What follows belongs to an exercise in optimizing a design on an open flow for small area and a short achievable clock period; a production flow would make more cautious choices. In this exercise RTL edits were held to simulation tests only and were not proved equivalent to the original. The clock port is modelled as an ideal driver, which makes a skipped or thinned clock tree look cheaper than it is; a real chip needs a root buffer or a tree. Power and IR drop assume default switching activity.

==> flow/design.v <==
module apb_master (
  input PCLK,
  input PRESETn,
  input transfer,
  input read_write,
  input  [7:0] write_addr,
  input  [7:0] write_data,
  input  [7:0] read_addr,
  output [63:0] ins,         
  output reg [7:0] wdata,
  output [63:0] lo_n,        
  output reg [7:0] hi,       
  input  [7:0] rdata,
  output reg [7:0] read_data_out
);
  reg st1, st2, st3;         
  reg wr1, wr2, wr3;         
  reg wm;                    
  reg wm4;                   
  reg [15:0] ins_h;          
  reg [3:0]  ins_l_n;        
  reg rd1, rd2, rd3;         
  reg [1:0] phase;           
  reg [7:0] addr;
  reg vis;                   
  reg [7:0] rhold;
  wire idle  = ~(st1 | st2 | st3);
  wire start = idle & transfer;
  wire [7:0] addr_d  = idle ? (read_write ? write_addr : read_addr) : addr;
  wire [1:0] phase_d = phase + 2'd1;
  always @(posedge PCLK or negedge PRESETn) begin
    if (!PRESETn) begin
      st1 <= 1'b0; st2 <= 1'b0; st3 <= 1'b0;
      wr1 <= 1'b0; wr2 <= 1'b0; wr3 <= 1'b0;
      wm  <= 1'b0;
      rd1 <= 1'b0; rd2 <= 1'b0; rd3 <= 1'b0;
    end else begin
      st1 <= start;
      st2 <= st1;
      st3 <= st2;
      wr1 <= start & read_write;
      wr2 <= wr1;
      wr3 <= wr2;
      wm  <= ((start & read_write) | wr1 | wr2) & (addr_d[1:0] == ~phase_d);
      rd1 <= start & ~read_write;
      rd2 <= rd1;
      rd3 <= rd2;
    end
  end
  wire wnow = wm | wm4;
  wire [15:0] ins_h_n = ~({16{wnow}} & ins_h);
  genvar c, g;
  generate
    for (g = 0; g < 64; g = g + 1) begin : g_ins
      assign ins[g] = ~(ins_h_n[g / 4] | ins_l_n[g % 4]);
    end
  endgenerate
  wire [1:0]  place    = addr[1:0] + phase + 2'd1;
  wire [15:0] lo_dec_n = ~(16'h1 << {addr[4:2], place[1]});
  generate
    for (c = 0; c < 4; c = c + 1) begin : g_lo
      apb_lo_reg u_lo (.PCLK(PCLK), .d(lo_dec_n), .q_n(lo_n[16*c +: 16]));
    end
  endgenerate
  wire take2 = rd2 & vis;    
  wire take3 = rd3 & vis;    
  always @(posedge PCLK) begin
    phase <= phase + 2'd1;
    wm4   <= wr3 & (addr[1:0] == ~phase_d);
    ins_h <= 16'h1 << addr_d[7:4];
    ins_l_n <= ~(4'h1 << addr_d[3:2]);
    addr  <= addr_d;
    if (idle)
      wdata <= write_data;
    hi    <= 8'h1 << addr[7:5];
    vis   <= ~place[0];
    if (take2 | take3)
      rhold <= rdata;
    read_data_out <= take3 ? rdata : rhold;
  end
endmodule
module apb_lo_reg (
  input PCLK,
  input [15:0] d,
  output reg [15:0] q_n
);
  always @(posedge PCLK)
    q_n <= d;
endmodule
module apb_slave (
  input PCLK,
  input [63:0] ins,
  input [7:0]  wdata,
  input [63:0] lo_n,         
  input [7:0]  hi,
  output [7:0] rdata
);
  reg [2047:0] mem;
  genvar h, b, k, i;
  generate
    for (k = 0; k < 64; k = k + 1) begin : g_ring
      always @(posedge PCLK) begin
        mem[(4*k+0)*8 +: 8] <= ins[k] ? wdata : mem[(4*k+3)*8 +: 8];
        mem[(4*k+1)*8 +: 8] <= mem[(4*k+0)*8 +: 8];
        mem[(4*k+2)*8 +: 8] <= mem[(4*k+1)*8 +: 8];
        mem[(4*k+3)*8 +: 8] <= mem[(4*k+2)*8 +: 8];
      end
    end
    for (b = 0; b < 8; b = b + 1) begin : g_b
      wire [7:0] z;
      for (h = 0; h < 8; h = h + 1) begin : g_grp
        wire [7:0] t;
        wire [3:0] u;
        for (i = 0; i < 8; i = i + 1) begin : g_t
          rd_oai22 u_t (.a1(mem[(4*(8*h+i)+0)*8+b]), .a2(lo_n[16*(h/2)+2*i]),
                        .b1(mem[(4*(8*h+i)+2)*8+b]), .b2(lo_n[16*(h/2)+2*i+1]), .y(t[i]));
        end
        for (i = 0; i < 4; i = i + 1) begin : g_u
          rd_nor2 u_u (.a(t[2*i]), .b(t[2*i+1]), .y(u[i]));
        end
        rd_nand4 u_z (.a(u[0]), .b(u[1]), .c(u[2]), .d(u[3]), .y(z[h]));
      end
      wire [3:0] v;
      for (i = 0; i < 4; i = i + 1) begin : g_v
        rd_aoi22 u_v (.a1(z[2*i]), .a2(hi[2*i]), .b1(z[2*i+1]), .b2(hi[2*i+1]), .y(v[i]));
      end
      rd_and4 u_r (.a(v[0]), .b(v[1]), .c(v[2]), .d(v[3]), .y(rdata[b]));
    end
  endgenerate
endmodule
module rd_nor2 (input a, input b, output y);
  assign y = ~(a | b);
endmodule
module rd_nand4 (input a, input b, input c, input d, output y);
  assign y = ~(a & b & c & d);
endmodule
module rd_and4 (input a, input b, input c, input d, output y);
  assign y = a & b & c & d;
endmodule
module rd_oai22 (input a1, input a2, input b1, input b2, output y);
  assign y = ~((a1 | a2) & (b1 | b2));
endmodule
module rd_aoi22 (input a1, input a2, input b1, input b2, output y);
  assign y = ~((a1 & a2) | (b1 & b2));
endmodule
module apb_top (
 input PCLK,
 input PRESETn,
 input transfer,
 input read_write,
 input  [7:0] write_addr,
 input  [7:0] write_data,
 input  [7:0] read_addr,
 output [7:0] read_data_out
);
 wire [63:0] ins;
 wire [7:0]  wdata;
 wire [63:0] lo_n;
 wire [7:0]  hi;
 wire [7:0]  rdata;
    apb_master master (
     .PCLK(PCLK), .PRESETn(PRESETn), .transfer(transfer), .read_write(read_write),
     .write_addr(write_addr), .write_data(write_data), .read_addr(read_addr),
     .ins(ins), .wdata(wdata), .lo_n(lo_n), .hi(hi),
     .rdata(rdata), .read_data_out(read_data_out)
    );
    apb_slave slave (
     .PCLK(PCLK), .ins(ins), .wdata(wdata), .lo_n(lo_n), .hi(hi), .rdata(rdata)
    );
endmodule
==> flow/config.mk <==
export PLATFORM = sky130hd
export DESIGN_NAME = apb_top
export DESIGN_NICKNAME = apb_top
export VERILOG_FILES = /design/flow/design.v
export SDC_FILE = /design/flow/constraint.sdc
export NUM_CORES = 8
export LEC_CHECK = 0
export CAP_MARGIN = 40
export CORE_MARGIN = 2
export CORE_UTILIZATION = 60
export PLACE_DENSITY = 0.7
export SETUP_SLACK_MARGIN = 4.5
export SLEW_MARGIN = 40
export SYNTH_HIERARCHICAL = 1
==> flow/constraint.sdc <==
create_clock -name core_clock -period 7.0 [get_ports {PCLK}]
set_input_delay 1.4000 -clock core_clock [delete_from_list [all_inputs] [get_ports {PCLK}]]
set_output_delay 1.4000 -clock core_clock [all_outputs]
set_load 0.01 [all_outputs]
standard.sh (not shown) runs the stock make flow with config.mk's settings and CLKGATE_MAP_FILE= SYNTH_SCRIPT=/design/flow/synth_recipe.tcl, a recipe that flattens the netlist after the stock synthesis.
==> flow/flow/run.sh <==
#!/bin/bash
# The standard layout (standard.sh) with hooks into its steps:
#   flow/downsize.tcl (PRE_FLOORPLAN_TCL) sets logic cells to their
#     smallest size; the floorplan's repair_timing and the later repair
#     steps size up what timing needs.
#   flow/clock_tree.tcl (PRE_CTS_TCL) builds a two-level clock tree in place
#     of TritonCTS.
#   The port buffers are buf_2 cells (BUFFER_PORTS_ARGS).
# The make output goes to standard.log here; ORFS keeps each step's own log
# under orfs/logs/.
set -euo pipefail
export PRE_FLOORPLAN_TCL="$PWD/flow/downsize.tcl"
export PRE_CTS_TCL="$PWD/flow/clock_tree.tcl"
export BUFFER_PORTS_ARGS="-buffer_cell sky130_fd_sc_hd__buf_2"
bash standard.sh > standard.log 2>&1
Other scripts of this flow, unchanged in this note and not shown: flow/flow/clock_tree.tcl, flow/flow/downsize.tcl
Then changed:
--- a/flow/flow/run.sh
+++ b/flow/flow/run.sh
@@ -13,0 +14 @@
+export POST_CTS_TCL="$PWD/flow/post_cts.tcl"
==> flow/flow/post_cts.tcl (new file) <==
# Sourced as POST_CTS_TCL: one more setup repair pass after the CTS step's
# own, then legalise again.
repair_timing -setup -setup_margin [expr {$::env(SETUP_SLACK_MARGIN) + 0.1}] -verbose
detailed_placement
check_placement -verbose
Effect: Via count falls by about 0.4%; global-route usage stays flat; cell count stays flat; die area does not change; total power is about the same; synthesized cell count stays the same; combinational power barely changes; setup slack gets better by 0.023 ns; sequential share of layout area stays flat.
No run of this note takes its clock network from TritonCTS; it comes from the design's own scripts or RTL.

[re-timing with driven ports]
Ports are ideal in the flow. The routed layouts listed here were re-timed in OpenROAD.
Step 1 (the two cells are an assumption about what drives the block):
set clk [get_ports {PCLK}]
set_driving_cell -lib_cell sky130_fd_sc_hd__clkbuf_16 $clk
set_driving_cell -lib_cell sky130_fd_sc_hd__buf_2 [delete_from_list [all_inputs] $clk]
Step 2, shift: input delay + t, output delay - t, t = (earliest + latest rising clock arrival at the registers) / 2. This alone moves slack from input paths to output paths.
a / b / c = ideal ports / drivers / drivers and shift; a / b = the first two.
run | shift t [ns] | slack for setup (ns) | hold WS [ns]
the first run | 0.681 | 4.534 / 4.388 / 4.002 | 0.325 / 0.325 / 0.325
the second run | 0.679 | 4.557 / 4.411 / 4.014 | 0.323 / 0.323 / 0.323
After both steps setup and hold are still met in every run listed. For the second run, which loses most, drivers alone change the setup slack by -0.146 ns; drivers and shift together by -0.543 ns.
